This design comes from an exercise in tuning for small area, a short achievable clock period and few clock cycles on the open sky130 flow, not from production work.
Where RTL was checked, it was by simulation tests only, not by an equivalence proof against the original.
No activity file was given, so power comes from the tool's default toggle rates.

==> flow/design.v (excerpt) <==
module mips(
	input wire clk,
	input wire rst,
	output wire [31:0] INST_ADDR,
	input wire [31:0] INST_DATA,
	output wire [31:0] DMEM_ADDR,
	output wire DMEM_WE,
	output wire [31:0] DMEM_WDATA,
	input wire [31:0] DMEM_RDATA
	);
Size in the first run: ~6600 cells after synthesis, ~160 I/O pins, roughly 64000 µm² of cells after synthesis.
Settings: LEC_CHECK=0, CAP_MARGIN=20, CORE_MARGIN=2, CORE_UTILIZATION=40, SLEW_MARGIN=20, SYNTH_HIERARCHICAL=1, SYNTH_MINIMUM_KEEP_SIZE=0; clock period 10.0 ns.
standard.sh (not shown) runs the stock make flow with config.mk's settings and CLKGATE_MAP_FILE= SYNTH_SCRIPT=/design/flow/synth_recipe.tcl, a recipe that flattens the netlist after the stock synthesis.
==> flow/flow/run.sh <==
#!/bin/bash
set -euo pipefail
MARGIN=6.5
bash standard.sh synth > synth.log 2>&1
SYNTH_ODB=orfs/results/sky130hd/mips/base/1_synth.odb openroad -no_init -exit flow/downsize.tcl > downsize.log 2>&1
bash standard.sh SETUP_SLACK_MARGIN=$MARGIN finish > layout.log 2>&1
==> flow/flow/downsize.tcl <==
# Set every combinational cell that synthesis mapped to a larger drive
# strength back to its smallest variant; the timing repair later in the flow
# sizes up the cells that need it.
set odb $::env(SYNTH_ODB)
read_db $odb
set db [ord::get_db]
set n 0
foreach inst [[ord::get_db_block] getInsts] {
  set m [$inst getMaster]
  set name [$m getName]
  if {[regexp {^sky130_fd_sc_hd__(df|edf|sdf|dl|sdl|conb|tap|fill|decap|diode)} $name]} { continue }
  if {[regexp {^(sky130_fd_sc_hd__[a-z0-9]+)_([0-9]+)$} $name -> base size] && $size > 1} {
    foreach s {1 0} {
      set nm [$db findMaster ${base}_$s]
      if {$nm ne "NULL" && $nm ne ""} {
        $inst swapMaster $nm
        incr n
        break
      }
    }
  }
}
puts "downsized $n cells"
write_db $odb
==> next run, changes <==
--- a/flow/design.v
+++ b/flow/design.v
@@ -738,14 +738,20 @@
 module g_xnor2(input a, b, output y);
 	assign y = ~(a ^ b);
 endmodule
 module g_ha(input a, b, output s, c);
 	assign s = a ^ b;
 	assign c = a & b;
 endmodule
+module g_and3(input a, b, c, output y);
+	assign y = a & b & c;
+endmodule
+module g_mux2(input a0, a1, s, output y);
+	assign y = s ? a1 : a0;
+endmodule
 module g_buf(input a, output y);
 	assign y = a;
 endmodule
 module g_rd32f(input [31:0] s, input [31:0] d, output q);
 	wire [15:0] y;
 	wire [3:0] z;
 	wire [1:0] u;
@@ -791,14 +797,15 @@
 	reg         e_ld, e_st, e_br, e_bx, e_jr;      
 	reg  [4:0]  e_rd;                    
 	reg         e_fa_lo, e_fa_hi;
 	reg         c_ab, c_mb, c_am, c_mm;
 	reg         j_a, j_m;                
 	reg         e_fb;                    
 	reg         x_b, x_bn, x_m, x_mn, x_i, x_in;
+	reg         h_b, h_br, h_m, h_mr;
 	reg         e_sub;                   
 	reg         s_m, s_a, s_c;
 	reg         r_add, r_slt, r_and, r_or, r_xor, r_nor, r_srl, r_sll, r_b;
 	reg         e_sra;
 	reg  [4:0]  e_sa;
 	reg  [31:0] e_a, e_b, e_imm, e_alt;
 	reg         m_we, m_ld;
@@ -815,15 +822,16 @@
 	wire [31:0] sum, p, g;
 	ks_add32 add(.a(a), .b(bx), .cin(e_sub), .s(sum), .p(p), .g0(g));
 	wire [31:0] pg = p | g;                           
 	function automatic [31:0] rev32(input [31:0] x);
 		integer k;
 		for (k = 0; k < 32; k = k + 1) rev32[k] = x[31-k];
 	endfunction
-	wire [31:0] sh_in = r_sll ? rev32(bx) : bx;
+	wire [31:0] sh_in = ({32{h_b}} & e_b) | ({32{h_br}} & rev32(e_b))
+	                  | ({32{h_m}} & m_res) | ({32{h_mr}} & rev32(m_res));
 	wire        sh_fill = e_sra & bx[31];
 	wire [32:0] sh_ext = $signed({sh_fill, sh_in}) >>> sa;
 	wire [31:0] sr = sh_ext[31:0];
 	wire [31:0] oth = ({32{r_slt}} & {31'b0, sum[31]})
 	                | ({32{r_and}} & g)
 	                | ({32{r_or}}  & pg)
 	                | ({32{r_xor}} & p)
@@ -915,18 +923,20 @@
 	wire ui = ~((is_r & ~is_jalr) | is_br);
 	wire rs_m = m_w & (rs == m_rd);
 	wire rt_m = m_w & (rt == m_rd);
 	wire [31:1] rf_en;
 	generate for (gk = 1; gk < 32; gk = gk + 1) begin : en
 		assign rf_en[gk] = rf_v[gk] & (m_rd != gk);
 	end endgenerate
+	wire [3:0] rs_h = 4'b1 << rs[4:3], rt_h = 4'b1 << rt[4:3];
+	wire [7:0] rs_l = 8'b1 << rs[2:0], rt_l = 8'b1 << rt[2:0];
 	wire [31:0] sel_a, sel_b;
 	generate for (gk = 1; gk < 32; gk = gk + 1) begin : sel
-		assign sel_a[gk-1] = (rs == gk) & rf_en[gk];
-		assign sel_b[gk-1] = (rt == gk) & rf_en[gk];
+		g_and3 da(.a(rs_h[gk/8]), .b(rs_l[gk%8]), .c(rf_en[gk]), .y(sel_a[gk-1]));
+		g_and3 db(.a(rt_h[gk/8]), .b(rt_l[gk%8]), .c(rf_en[gk]), .y(sel_b[gk-1]));
 	end endgenerate
 	assign sel_a[31] = rs_m;
 	assign sel_b[31] = rt_m;
 	wire [31:0] rs_val, rt_val;
 	generate for (gb = 0; gb < 32; gb = gb + 1) begin : rdp
 		wire [31:0] d;
 		for (gk = 1; gk < 32; gk = gk + 1) begin : c
@@ -946,15 +956,20 @@
 	wire pred_t = is_bne | (is_beq & imm[15]);
 	wire [15:0] blo;
 	wire        bco;
 	ks_add16c badd(.a(pc[17:2]), .b(imm), .cin(1'b1), .s(blo), .co(bco));
 	wire [13:0] hi = pc[31:18];
 	wire [13:0] hi_p = hi + 14'd1;
 	wire [13:0] hi_m = hi - 14'd1;
-	wire [13:0] bhi = (bco == imm[15]) ? hi : bco ? hi_p : hi_m;
+	wire [13:0] bx0 = imm[15] ? hi : hi_p;        
+	wire [13:0] bx1 = imm[15] ? hi_m : hi;        
+	wire [13:0] bhi;
+	generate for (gb = 0; gb < 14; gb = gb + 1) begin : bsel
+		g_mux2 m(.a0(bx1[gb]), .a1(bx0[gb]), .s(bco), .y(bhi[gb]));
+	end endgenerate
 	wire [31:0] btgt = {bhi, blo, pc[1:0]};
 	reg [31:0] npc;
 	always @(*) begin
 		if (is_j | is_jal) npc = {pc4[31:28], ins[25:0], 2'b00};
 		else if (is_br & pred_t) npc = btgt;
 		else if (is_jr) npc = ras;
 		else npc = pc4;
@@ -1007,14 +1022,18 @@
 		e_fb  <= rt_e;
 		x_b   <= ~ui & ~rt_e & ~f_sub;
 		x_bn  <= ~ui & ~rt_e & f_sub;
 		x_m   <= ~ui & rt_e & ~f_sub;
 		x_mn  <= ~ui & rt_e & f_sub;
 		x_i   <= ui & ~f_sub;
 		x_in  <= ui & f_sub;
+		h_b   <= ~rt_e & ~f_sll;
+		h_br  <= ~rt_e & f_sll;
+		h_m   <= rt_e & ~f_sll;
+		h_mr  <= rt_e & f_sll;
 		e_sub <= f_sub;
 		s_m   <= sh_var & rs_e;
 		s_a   <= sh_var & ~rs_e;
 		s_c   <= ~sh_var;
 		e_sa  <= shamt;
 		r_add <= f_add;
 		r_slt <= f_slt;
The new run passed the timing, DRC and antenna checks.
Worst setup slack gets better by 0.87 ns.
Synthesized area goes down by 0.56%.
First-iteration DRC count goes up by 5.0%.
Sequential cell count goes up by 4.
Power goes down by 6.5%.
Worst hold slack stays flat.
Sequential share of layout area goes up by 2.7 points.
Non-clock buffer count goes down by 223.
Final area goes down by 7.0%.
Die area goes down by 0.56%.
Register-to-register slack gets better by 0.21 ns.
Testbench counts after the change, summed over its fixed seeds: cycles 75,343.
Function not checked in the first run of this note: the RTL went through the layout flow alone.

---

Setup of 07-11:
Another version of the RTL of mips (not shown whole).
Size: roughly 6700 cells after synthesis, ~160 I/O pins, about 64000 um2 of cells after synthesis.
export LEC_CHECK = 0
export CAP_MARGIN = 20
export CORE_MARGIN = 2
export CORE_UTILIZATION = 40
export PLACE_DENSITY = 0.7
export SLEW_MARGIN = 20
export SYNTH_HIERARCHICAL = 1
export SYNTH_MINIMUM_KEEP_SIZE = 0
create_clock -name core_clock -period 10.0 [get_ports {clk}]
==> flow/flow/run.sh <==
#!/bin/bash
set -euo pipefail
MARGIN=6.6
bash standard.sh synth > synth.log 2>&1
SYNTH_ODB=orfs/results/sky130hd/mips/base/1_synth.odb openroad -no_init -exit flow/downsize.tcl > downsize.log 2>&1
bash standard.sh SETUP_SLACK_MARGIN=$MARGIN "CTS_ARGS=-sink_clustering_enable -repair_clock_nets -dont_use_dummy_load -buf_list sky130_fd_sc_hd__clkbuf_8 -sink_clustering_size 20" finish > layout.log 2>&1
Scripts as last shown in full above: flow/flow/downsize.tcl
Per the final summary, 07-11 finished and its layout is clean on timing, DRC and antenna.
--- input diff 07-11..10-16 ---
--- a/flow/design.v
+++ b/flow/design.v
@@ -849,28 +849,32 @@
 	                | ({32{r_nor}} & ~pg)
 	                | ({32{r_srl}} & sr)
 	                | ({32{r_sll}} & rev32(sr))
 	                | ({32{r_b}}   & bx);
 	wire [31:0] alu;
 	g_a221o r0(.a1(r_add), .a2(sum[0]), .b1(r_slt), .b2(sum[31]), .c1(oth[0]), .y(alu[0]));
 	generate for (gb = 1; gb < 32; gb = gb + 1) begin : res
 		g_a21o r(.a1(r_add), .a2(sum[gb]), .b1(oth[gb]), .y(alu[gb]));
 	end endgenerate
 	wire eq = (c_ab & (e_a == e_b)) | (c_mb & (m_res == e_b))
 	        | (c_am & (e_a == m_res)) | c_mm;
 	wire mis_br = e_br & (eq ^ e_bx);
-	wire mis_jr = (j_a & (e_a != pc)) | (j_m & (m_res != pc));
+	wire mis_jr = e_jr & ((j_a & (e_a != pc)) | (j_m & (m_res != pc)));
 	wire mis    = mis_br | mis_jr;
 	wire [31:0] redirect = e_jr ? a : e_x;
 	wire [31:0] m_val = m_ld ? DMEM_RDATA : m_res;
+	wire [31:0] m_valr;
+	generate for (gb = 0; gb < 32; gb = gb + 1) begin : mvr
+		g_mux2 m(.a0(m_res[gb]), .a1(DMEM_RDATA[gb]), .s(m_ld), .y(m_valr[gb]));
+	end endgenerate
 	wire m_w = (m_rd != 5'd0);
 	assign DMEM_ADDR  = m_res;
 	assign DMEM_WE    = m_we;
 	assign DMEM_WDATA = m_wd;
 	wire [31:0] ins = INST_DATA;
 	assign INST_ADDR = pc;
 	wire [5:0]  op  = ins[31:26];
 	wire [4:0]  rs  = ins[25:21];
 	wire [4:0]  rt  = ins[20:16];
 	wire [4:0]  rdf = ins[15:11];
 	wire [4:0]  shamt = ins[10:6];
 	wire [5:0]  fn  = ins[5:0];
@@ -947,25 +951,25 @@
 	generate for (gk = 1; gk < 32; gk = gk + 1) begin : sel
 		g_and3 da(.a(rs_h[gk/8]), .b(rs_l[gk%8]), .c(rf_en[gk]), .y(sel_a[gk-1]));
 		g_and3 db(.a(rt_h[gk/8]), .b(rt_l[gk%8]), .c(rf_en[gk]), .y(sel_b[gk-1]));
 	end endgenerate
 	assign sel_a[31] = rs_m;
 	assign sel_b[31] = rt_m;
 	wire [31:0] rs_val, rt_val;
 	generate for (gb = 0; gb < 32; gb = gb + 1) begin : rdp
 		wire [31:0] d;
 		for (gk = 1; gk < 32; gk = gk + 1) begin : c
 			assign d[gk-1] = rf[gk][gb];
 		end
-		assign d[31] = m_val[gb];
+		assign d[31] = m_valr[gb];
 		g_rd32f ua(.s(sel_a), .d(d), .q(rs_val[gb]));
 		g_rd32f ub(.s(sel_b), .d(d), .q(rt_val[gb]));
 	end endgenerate
 	wire e_w = (e_rd != 5'd0);
 	wire rs_e = e_w & (rs == e_rd);
 	wire rt_e = e_w & (rt == e_rd);
 	wire rs_e2;
 	g_buf fab(.a(rs_e), .y(rs_e2));       
 	wire stall = e_ld & ((uses_rs & rs_e) | (uses_rt & rt_e));
 	wire adv = ~stall & ~mis;         
 	wire pred_t = is_bne | (is_beq & imm[15]);
 	wire [15:0] blo;
@@ -993,55 +997,52 @@
 	always @(posedge clk or posedge rst) begin
 		if (rst) begin
 			pc <= 32'b0;
 			ras <= 32'b0;
 		end else begin
 			if (mis) pc <= redirect;
 			else if (~stall) pc <= npc;
 			if (is_jal | is_jalr) ras <= pc4;
 		end
 	end
 	always @(posedge clk or posedge rst) begin
 		if (rst) begin
-			{e_ld, e_st, e_br, e_bx, e_jr, e_cst} <= 6'b0;
-			{j_a, j_m} <= 2'b0;
+			{e_ld, e_st, e_br, e_bx, e_jr} <= 5'b0;
 			e_rd <= 5'd0;
 			m_we <= 1'b0;
 			m_ld <= 1'b0;
 			m_rd <= 5'd0;
 		end else begin
 			if (adv) begin
 				e_ld <= is_lw;
 				e_st <= is_sw;
 				e_br <= is_br;
 				e_bx <= is_bne ^ pred_t;
 				e_jr <= is_jr | is_jalr;
-				j_a <= (is_jr | is_jalr) & ~rs_e;
-				j_m <= (is_jr | is_jalr) & rs_e;
 				e_rd <= dst;
-				e_cst <= f_cst;
 			end else begin
-				e_cst <= 1'b0;
 				{e_ld, e_st, e_br, e_bx, e_jr} <= 5'b0;
-				{j_a, j_m} <= 2'b0;
 				e_rd <= 5'd0;
 			end
 			m_we <= e_st;
 			m_ld <= e_ld;
 			m_rd <= e_rd;
 		end
 	end
 	always @(posedge clk) begin
 		e_fa_lo <= rs_e;
 		e_fa_hi <= rs_e2;
+		j_a   <= ~rs_e;
+		j_m   <= rs_e;
+		e_cst <= f_cst;
 		c_ab  <= ~rs_e & ~rt_e;
 		c_mb  <= rs_e & ~rt_e;
 		c_am  <= ~rs_e & rt_e;
 		c_mm  <= rs_e & rt_e;
 		e_fb  <= rt_e;
 		x_b   <= ~ui & ~rt_e & ~f_sub;
 		x_bn  <= ~ui & ~rt_e & f_sub;
 		x_m   <= ~ui & rt_e & ~f_sub;
 		x_mn  <= ~ui & rt_e & f_sub;
 		x_i   <= ui & ~f_sub;
 		x_in  <= ui & f_sub;
 		h_b   <= ~rt_e & ~f_sll;
### Flow results
- 10-16 vs 07-11 — storage element area dropped 0.35%.
- On flip-flop and latch power, 07-11 tracks 10-16 almost exactly.
- 10-16 completed every stage of the flow, and the final layout passed the timing, DRC and antenna checks.
- Of the two values seen for startpoint of the worst setup timing path, INST_DATA[0] was produced by 10-16 and pc[8]$_DFFE_PP0P_ by 07-11.
- Between 07-11 and 10-16, the final total power is higher for 10-16.
- Die area in 10-16 vs 07-11: down 1200 um2
- Taking 07-11 as the reference, in 10-16 wire length of the first global-routing pass has decreased; total routing resource utilization after global routing has remained practically unchanged; setup TNS has remained practically unchanged; final cell count has decreased; routed wire length has decreased.
- 10-16 ends up with a worst path setup slack after routing that is 81 ps higher than in 07-11.
- Compared with 07-11, 10-16 shows a higher number of cells on the worst reg-to-reg path.
No run of this note included a check of the RTL's function; only the layout flow was run.

---

Another version of the RTL of mips (not shown whole).
Size in the first run: ~64,000 µm² of cells after synthesis.
Settings: LEC_CHECK=0, CAP_MARGIN=20, CORE_MARGIN=2, CORE_UTILIZATION=40, PLACE_DENSITY=0.7, SLEW_MARGIN=20, SYNTH_HIERARCHICAL=1, SYNTH_MINIMUM_KEEP_SIZE=0; clock period 10.0 ns.
==> flow/flow/run.sh <==
#!/bin/bash
set -euo pipefail
MARGIN=6.5
bash standard.sh synth > synth.log 2>&1
SYNTH_ODB=orfs/results/sky130hd/mips/base/1_synth.odb openroad -no_init -exit flow/downsize.tcl > downsize.log 2>&1
bash standard.sh SETUP_SLACK_MARGIN=$MARGIN "CTS_ARGS=-sink_clustering_enable -repair_clock_nets -dont_use_dummy_load -buf_list sky130_fd_sc_hd__clkbuf_8 -sink_clustering_size 20" finish > layout.log 2>&1
Scripts as last shown in full above: flow/flow/downsize.tcl
Change:
--- a/flow/design.v
+++ b/flow/design.v
@@ -792,21 +792,20 @@
 	output wire [31:0] DMEM_ADDR,
 	output wire DMEM_WE,
 	output wire [31:0] DMEM_WDATA,
 	input wire [31:0] DMEM_RDATA
 	);
 	genvar gk, gb;
 	reg  [31:0] pc;
 	reg  [31:0] ras;
 	reg         e_ld, e_st, e_br, e_bx, e_jr;      
 	reg         e_kill;                  
-	reg         e_rp;                    
 	reg         e_cst;                   
 	reg  [4:0]  e_rd;                    
 	reg         e_fa_lo, e_fa_hi;
 	reg         c_ab, c_mb, c_am, c_mm;
 	reg         j_a, j_m;                
 	reg         e_fb;                    
 	reg         x_b, x_bn, x_m, x_mn, x_i, x_in;
 	reg         h_b, h_br, h_m, h_mr;
 	reg         e_sub;                   
 	reg         s_m, s_a, s_c;
@@ -856,22 +855,22 @@
 	g_a221o r0(.a1(r_add), .a2(sum[0]), .b1(r_slt), .b2(sum[31]), .c1(oth[0]), .y(alu[0]));
 	generate for (gb = 1; gb < 32; gb = gb + 1) begin : res
 		g_a21o r(.a1(r_add), .a2(sum[gb]), .b1(oth[gb]), .y(alu[gb]));
 	end endgenerate
 	wire eq = (c_ab & (e_a == e_b)) | (c_mb & (m_res == e_b))
 	        | (c_am & (e_a == m_res)) | c_mm;
 	wire e_ldq = e_ld & ~e_kill;
 	wire e_stq = e_st & ~e_kill;
 	wire mis_br = e_br & ~e_kill & (eq ^ e_bx);
 	wire mis_jr = e_jr & ~e_kill & ((j_a & (e_a != pc)) | (j_m & (m_res != pc)));
-	wire mis    = mis_br | mis_jr | e_rp;
-	wire [31:0] redirect = (e_jr & ~e_kill) ? a : e_x;
+	wire mis    = mis_br | mis_jr;
+	wire [31:0] redirect = e_jr ? a : e_x;
 	wire [31:0] m_val = m_ld ? DMEM_RDATA : m_res;
 	wire m_w = (m_rd != 5'd0);
 	assign DMEM_ADDR  = m_res;
 	assign DMEM_WE    = m_we;
 	assign DMEM_WDATA = m_wd;
 	wire [31:0] ins = INST_DATA;
 	assign INST_ADDR = pc;
 	wire [5:0]  op  = ins[31:26];
 	wire [4:0]  rs  = ins[25:21];
 	wire [4:0]  rt  = ins[20:16];
@@ -962,22 +961,22 @@
 		end
 		assign d[31] = m_val[gb];
 		g_rd32f ua(.s(sel_a), .d(d), .q(rs_val[gb]));
 		g_rd32f ub(.s(sel_b), .d(d), .q(rt_val[gb]));
 	end endgenerate
 	wire e_w = (e_rd != 5'd0) & ~e_kill;
 	wire rs_e = e_w & (rs == e_rd);
 	wire rt_e = e_w & (rt == e_rd);
 	wire rs_e2;
 	g_buf fab(.a(rs_e), .y(rs_e2));       
-	wire hazard = e_ldq & ((uses_rs & rs_e) | (uses_rt & rt_e));
-	wire adv = ~hazard & ~mis;        
+	wire stall = e_ldq & ((uses_rs & rs_e) | (uses_rt & rt_e));
+	wire adv = ~stall & ~mis;         
 	wire pred_t = is_bne | (is_beq & imm[15]);
 	wire [15:0] blo;
 	wire        bco;
 	ks_add16c badd(.a(pc[17:2]), .b(imm), .cin(1'b1), .s(blo), .co(bco));
 	wire [13:0] hi = pc[31:18];
 	wire [13:0] hi_p = hi + 14'd1;
 	wire [13:0] hi_m = hi - 14'd1;
 	wire [13:0] bx0 = imm[15] ? hi : hi_p;        
 	wire [13:0] bx1 = imm[15] ? hi_m : hi;        
 	wire [13:0] bhi;
@@ -993,42 +992,40 @@
 		else if ((is_jr | is_jalr) & cst_hit) npc = e_x;
 		else if (is_jr) npc = ras;
 		else npc = pc4;
 	end
 	always @(posedge clk or posedge rst) begin
 		if (rst) begin
 			pc <= 32'b0;
 			ras <= 32'b0;
 		end else begin
 			if (mis) pc <= redirect;
-			else pc <= npc;
+			else if (~stall) pc <= npc;
 			if (is_jal | is_jalr) ras <= pc4;
 		end
 	end
 	always @(posedge clk or posedge rst) begin
 		if (rst) begin
 			{e_ld, e_st, e_br, e_bx, e_jr} <= 5'b0;
 			e_kill <= 1'b1;
-			e_rp <= 1'b0;
 			e_rd <= 5'd0;
 			m_we <= 1'b0;
 			m_ld <= 1'b0;
 			m_rd <= 5'd0;
 		end else begin
 			e_ld <= is_lw;
 			e_st <= is_sw;
 			e_br <= is_br;
 			e_bx <= is_bne ^ pred_t;
 			e_jr <= is_jr | is_jalr;
 			e_rd <= dst;
 			e_kill <= ~adv;
-			e_rp <= hazard & ~mis;
 			m_we <= e_stq;
 			m_ld <= e_ldq;
 			m_rd <= e_w ? e_rd : 5'd0;
 		end
 	end
 	always @(posedge clk) begin
 		e_fa_lo <= rs_e;
 		e_fa_hi <= rs_e2;
 		j_a   <= ~rs_e;
 		j_m   <= rs_e;
@@ -1058,21 +1055,21 @@
 		r_and <= f_and;
 		r_or  <= f_or;
 		r_xor <= f_xor;
 		r_nor <= f_nor;
 		r_srl <= f_srl;
 		r_sll <= f_sll;
 		e_sra <= f_sra;
 		r_b   <= f_b;
 		e_a   <= rs_val;
 		e_b   <= rt_val;
-		e_x   <= hazard ? pc : is_br ? (pred_t ? pc4 : btgt) : immv;
+		e_x   <= is_br ? (pred_t ? pc4 : btgt) : immv;
 		m_res <= alu;
 		m_wd  <= e_fb ? m_res : e_b;
 	end
 	always @(posedge clk or posedge rst) begin
 		if (rst) rf_v <= 31'b0;
 		else if (m_w) rf_v[m_rd] <= 1'b1;
 	end
 	generate for (gk = 1; gk < 32; gk = gk + 1) begin : wr
 		wire we = (m_rd == gk);
 		wire wen = ~we;
Outcome:
- The new run finished clean
- total power came out lower by 0.61%
- setup slack degrades by 0.097 ns
- die area decreases by 1.4%
- cell area drops by about 0.46%
- clock skew fell by 0.030 ns
No functional check of the RTL was part of any run of this note.

[re-timing with driven ports]
The flow's constraints put no driver on any port. The routed layouts listed below were extracted and timed again, unchanged, in two steps.
Step 1 assumes that a clkbuf_16 drives the clock port and a buf_2 every other input.
Step 2 adds t to the input delays and takes it off the output delays; t is the mean of the earliest and latest rising clock arrival at the registers after step 1. Input paths then give back, and output paths get back, about the clock's delay inside the block.
a / b / c = no drivers / after step 1 / after step 2; a / b = the first two.
run	shift t [ns]	slack for setup (ns)	hold WS [ns]	worst data-port slew with drivers (ns)
the first run of note 1	0.885	5.438 / 5.482 / 4.597	0.358 / 0.358 / 0.358	0.14
the second run of note 1	0.876	6.305 / 6.329 / 5.453	0.358 / 0.358 / 0.358	0.17
07-11	1.014	6.344 / 6.259 / 5.421	0.348 / 0.348 / 0.348	0.21
10-16	1.008	6.424 / 6.364 / 5.424	0.348 / 0.348 / 0.348	0.20
the first run of note 3	1.023	6.359 / 6.312 / 5.377	0.457 / 0.457 / 0.457	0.16
the second run of note 3	1.015	6.262 / 6.279 / 5.290	0.447 / 0.447 / 0.447	0.17
After both steps setup and hold are still met in every run listed. For 10-16, which loses most, drivers alone change the setup slack by -0.060 ns; drivers and shift together by -1.000 ns.
